Background: an optimization exercise with open tools, aiming at small area, a short achievable clock period and few clock cycles. Do not read the settings as production practice. The RTL was checked by simulation tests, not by an equivalence proof against the original design. No activity file was given, so power comes from the tool's default toggle rates.

==> flow/design.v <==
module multi_core_wb #(
    parameter N = 2,
    parameter IMG_SIZE = 64,
    parameter OUTPUT_SIZE = 32
)(
    input clk,
    input rst,
    input         i_wb_cyc,
    input         i_wb_stb,
    input         i_wb_we,
    input  [3:0]  i_wb_sel,
    input  [31:0] i_wb_addr,
    input  [31:0] i_wb_data,
    output reg [31:0] o_wb_data,
    output reg        o_wb_ack,
    output reg        o_wb_stall
);
reg [3:0] cnt;    
always @(posedge clk) begin
  if (rst) cnt <= 4'd7;
  else     cnt <= cnt + 4'd1;
end
wire [3:0] cnt_n = cnt + 4'd1;
wire [2:0] cc    = cnt[2:0];      
wire [2:0] cc_n  = cnt_n[2:0];    
reg  stall_i, w_hold;
wire req       = i_wb_cyc & i_wb_stb & ~stall_i;
wire a9        = i_wb_addr[9];
wire acc_pix   = req &  i_wb_we & ~a9;
wire acc_start = req &  i_wb_we &  a9;
wire acc_stat  = req & ~i_wb_we &  a9;
reg        w_pend;
reg        w_core;
reg [1:0]  w_pair;    
reg [3:0]  w_slot;    
reg [31:0] w_data;
wire ins_now  = w_pend & (w_slot == cnt);
reg  [1:0] lr;        
wire [1:0] lr_n = (cc == 3'd7) ? ((lr == 2'd2) ? 2'd0 : lr + 2'd1) : lr;
wire dirty_now  = ins_now & ({1'b0, w_pair} <= {1'b0, lr} + 3'd1);
reg  clean;           
reg  clean_done;      
wire it_first   = (lr == 2'd0) & (cc == 3'd0);    
wire it_end     = (lr == 2'd0) & (cc == 3'd2);    
always @(posedge clk) begin
  if (rst) begin
    lr         <= 2'd2;
    clean      <= 1'b0;
    clean_done <= 1'b0;
  end else begin
    lr         <= lr_n;
    clean      <= (it_first | clean) & ~dirty_now;
    clean_done <= (it_first ? clean : clean_done) & ~ins_now;
  end
end
reg       busy;       
reg       done_flag;  
reg       st_wait;    
wire finish        = busy & it_end & clean_done & ~ins_now;
wire hold_stat     = acc_stat & busy & ~finish;
wire st_wait_n     = hold_stat | (st_wait & ~finish);
always @(posedge clk) begin
  if (rst) begin
    busy      <= 1'b0;
    done_flag <= 1'b0;
    st_wait   <= 1'b0;
  end else begin
    busy      <= (busy | acc_start) & ~finish;
    done_flag <= acc_start ? 1'b0 : (done_flag | finish);
    st_wait   <= st_wait_n;
  end
end
wire w_pend_n = stall_i ? (w_pend & ~ins_now) : acc_pix;
wire [3:0] w_slot_n = w_hold ? w_slot : i_wb_addr[3:0];
wire w_mis_n  = w_slot_n != cnt_n;
always @(posedge clk) begin
  if (!w_hold) begin
    w_core <= i_wb_addr[8];
    w_pair <= i_wb_addr[5:4];
    w_slot <= i_wb_addr[3:0];
    w_data <= i_wb_data;
  end
end
always @(posedge clk) begin
  if (rst) begin
    w_pend     <= 1'b0;
    w_hold     <= 1'b0;
    stall_i    <= 1'b0;
    o_wb_stall <= 1'b0;
    o_wb_ack   <= 1'b0;
  end else begin
    w_pend     <= w_pend_n;
    w_hold     <= w_pend_n & w_mis_n;
    stall_i    <= (st_wait_n | w_pend_n) & (st_wait_n | w_mis_n);
    o_wb_stall <= st_wait_n | (w_pend_n & w_mis_n);
    o_wb_ack   <= (req & ~hold_stat) | (st_wait & finish);
  end
end
wire [31:0] tap [0:15];    
genvar k, i;
generate
for (k = 0; k < 2; k = k + 1) begin : core_mem
  for (i = 0; i < 4; i = i + 1) begin : pair
    reg [511:0] r;
    wire ins = ins_now & (w_core == k) & (w_pair == i);
    always @(posedge clk)
      r <= {r[479:0], ins ? w_data : r[511:480]};
    assign tap[8*k + 2*i]     = r[511:480];
    assign tap[8*k + 2*i + 1] = r[255:224];
  end
end
endgenerate
wire [31:0] pred [0:1];
generate
for (k = 0; k < 2; k = k + 1) begin : core
  localparam P = (k == 1);
  reg       oh0, oh1;    
  reg [1:0] rb;          
  reg       x2u;         
  reg       x2v;         
  reg       eclr, oclr;  
  reg       fso;         
  reg       fen, fclr;   
  always @(posedge clk) begin
    oh0  <= (lr_n == 2'd0) ^ P;
    oh1  <= (lr_n == 2'd1) ^ P;
    rb   <= lr_n ^ {2{P}};
    x2u  <= (cc_n[0] ^ cc_n[1]) ^ P;
    x2v  <= P ? ~((cc_n == 3'd0) | (cc_n == 3'd3) | (cc_n == 3'd4))
              :  ((cc_n == 3'd3) | (cc_n == 3'd4));
    eclr <= ((cc_n == 3'd1) | (cc_n == 3'd5)) ^ P;
    oclr <= (cc_n == 3'd3) ^ P;
    fso  <= (cc_n == 3'd7) ^ P;
    fen  <= ((cc_n == 3'd6) | (cc_n == 3'd0) | (cc_n == 3'd2)) ^ P;
    fclr <= ((lr_n == 2'd0) & (cc_n == 3'd6)) ^ P;
  end
  wire s0 = oh0 ^ P;
  wire s1 = oh1 ^ P;
  wire [1:0] r = rb ^ {2{P}};
  wire [31:0] q0 = s0 ? tap[8*k+0] : s1 ? tap[8*k+2] : tap[8*k+4];
  wire [31:0] q1 = s0 ? tap[8*k+1] : s1 ? tap[8*k+3] : tap[8*k+5];
  wire [31:0] q2 = r[1] ? tap[8*k+6] : r[0] ? tap[8*k+4] : tap[8*k+2];
  wire [31:0] q3 = r[1] ? tap[8*k+7] : r[0] ? tap[8*k+5] : tap[8*k+3];
  wire [31:0] n0  = ~q0;
  wire [31:0] n1  = ~q1;
  wire [31:0] s1v = q2 ^ q3 ^ n0;
  wire [31:0] m1  = (q2 & q3) | (q2 & n0) | (q3 & n0);
  wire [31:0] c1  = {m1[30:0], 1'b1};
  wire [31:0] ts  = s1v ^ c1 ^ n1;
  wire [31:0] m2  = (s1v & c1) | (s1v & n1) | (c1 & n1);
  wire [31:0] tc  = {m2[30:0], 1'b1};
  wire wu = x2u ^ P;
  wire wv = P ? ~x2v : x2v;
  reg  [31:0] us, uc, vs, vc;
  always @(posedge clk) begin
    us <= wu ? {ts[30:0], 1'b0} : ts;
    uc <= wu ? {tc[30:0], 1'b0} : tc;
    vs <= wv ? {ts[30:0], 1'b0} : ts;
    vc <= wv ? {tc[30:0], 1'b0} : tc;
  end
  reg  [31:0] es, ec, os, oc;
  wire [31:0] ea  = (eclr ^ P) ? 32'd0 : es;
  wire [31:0] eb  = (eclr ^ P) ? 32'd0 : ec;
  wire [31:0] oa  = (oclr ^ P) ? 32'd0 : os;
  wire [31:0] ob  = (oclr ^ P) ? 32'd0 : oc;
  wire [31:0] e1s = ea ^ eb ^ us;
  wire [31:0] e1m = (ea & eb) | (ea & us) | (eb & us);
  wire [31:0] e1c = {e1m[30:0], 1'b0};
  wire [31:0] e2m = (e1s & e1c) | (e1s & uc) | (e1c & uc);
  wire [31:0] o1s = oa ^ ob ^ vs;
  wire [31:0] o1m = (oa & ob) | (oa & vs) | (ob & vs);
  wire [31:0] o1c = {o1m[30:0], 1'b0};
  wire [31:0] o2m = (o1s & o1c) | (o1s & vc) | (o1c & vc);
  always @(posedge clk) begin
    es <= e1s ^ e1c ^ uc;
    ec <= {e2m[30:0], 1'b0};
    os <= o1s ^ o1c ^ vc;
    oc <= {o2m[30:0], 1'b0};
  end
  reg  [31:0] X;
  wire [31:0] xs = (fso ^ P) ? os : es;
  wire [31:0] xc = (fso ^ P) ? oc : ec;
  always @(posedge clk) X <= xs + xc;
  reg  [31:0] F, PR;
  wire [31:0] sum = ((fclr ^ P) ? 32'd0 : F) + {{2{X[31]}}, X[31:2]};
  always @(posedge clk) begin
    if (fen ^ P) F  <= sum;
    if (finish)  PR <= sum[31] ? 32'd0 : sum;
  end
  assign pred[k] = PR;
end
endgenerate
always @(posedge clk) begin
  if (st_wait)  o_wb_data <= 32'd1;
  else if (a9)  o_wb_data <= {31'b0, done_flag | finish};
  else          o_wb_data <= pred[i_wb_addr[0]];
end
endmodule
export LEC_CHECK = 0
export CAP_MARGIN = 20
export CORE_MARGIN = 2
export CORE_UTILIZATION = 72
export CTS_BUF_LIST = sky130_fd_sc_hd__clkbuf_4 sky130_fd_sc_hd__clkbuf_8
export CTS_CLUSTER_DIAMETER = 40
export CTS_CLUSTER_SIZE = 12
export PLACE_DENSITY = 0.8
export SLEW_MARGIN = 20
create_clock -name core_clock -period 10.0 [get_ports {clk}]
standard.sh (not shown) runs the stock make flow with config.mk's settings and CLKGATE_MAP_FILE= SYNTH_SCRIPT=/design/flow/synth_recipe.tcl, a recipe that flattens the netlist after the stock synthesis.
==> flow/flow/run.sh <==
#!/bin/bash
set -euo pipefail
export SETUP_SLACK_MARGIN=6.6
export TNS_END_PERCENT=100
bash standard.sh > standard_flow.log 2>&1
Testbench counts at the start, summed over its fixed seeds: cycles 6,968.
==> next run, changes <==
--- a/flow/config.mk
+++ b/flow/config.mk
@@ -8,8 +8,8 @@
 export CAP_MARGIN = 20
 export CORE_MARGIN = 2
-export CORE_UTILIZATION = 72
-export CTS_BUF_LIST = sky130_fd_sc_hd__clkbuf_4 sky130_fd_sc_hd__clkbuf_8
+export CORE_UTILIZATION = 60
+export CTS_BUF_LIST = sky130_fd_sc_hd__clkbuf_8
 export CTS_CLUSTER_DIAMETER = 40
-export CTS_CLUSTER_SIZE = 12
-export PLACE_DENSITY = 0.8
+export CTS_CLUSTER_SIZE = 16
+export PLACE_DENSITY = 0.7
 export SLEW_MARGIN = 20
Sequential power stays flat.
Worst hold slack improves by 21 ps.
Power came out higher slightly.
Area after synthesis does not change.
==> next run, changes <==
==> flow/config.mk (replaced) <==
export PLATFORM = sky130hd
export DESIGN_NAME = multi_core_wb
export DESIGN_NICKNAME = multi_core_wb
export VERILOG_FILES = /design/flow/design.v
export SDC_FILE = /design/flow/constraint.sdc
export NUM_CORES = 4
export LEC_CHECK = 0
export CAP_MARGIN = 20
export CORE_MARGIN = 2
export CORE_UTILIZATION = 72
export CTS_BUF_LIST = sky130_fd_sc_hd__clkbuf_16
export CTS_CLUSTER_DIAMETER = 60
export CTS_CLUSTER_SIZE = 30
export PLACE_DENSITY = 0.8
export SLEW_MARGIN = 20
Outcome: The changed run produced a clean layout. Critical path depth is unchanged. Area after synthesis is unchanged. Final area goes down by 3.5%. First-iteration DRC count goes up by 18%. Worst setup slack gains 190 ps. Core utilization goes up by 11 points. Sequential share of layout area goes up by 2.5 points.

-- re-timing with driven ports --
Ports are ideal in the flow. The routed layouts listed here were re-timed in OpenROAD.
Step 1: set_driving_cell puts a clkbuf_16 on clk and a buf_2 on each other input, an assumption about the parent block.
Step 2 also shifts input and output timing later by t, the mid clock arrival at the registers, as if the neighbouring blocks saw the same clock.
Slacks: ideal ports / drivers / drivers and shift; pairs: ideal ports / drivers.
run	t, ns	slack for setup (ns)	worst slew at a driven data input, ns
the first run	1.129	6.507 / 6.427 / 5.901	0.05
the second run	1.158	6.471 / 6.384 / 5.714	0.08
the third run	0.959	6.657 / 6.575 / 5.917	0.04
After both steps every run listed still meets setup and hold. The setup slack of the second run, which loses most, moves by -0.087 ns with the drivers and by -0.757 ns with both steps.
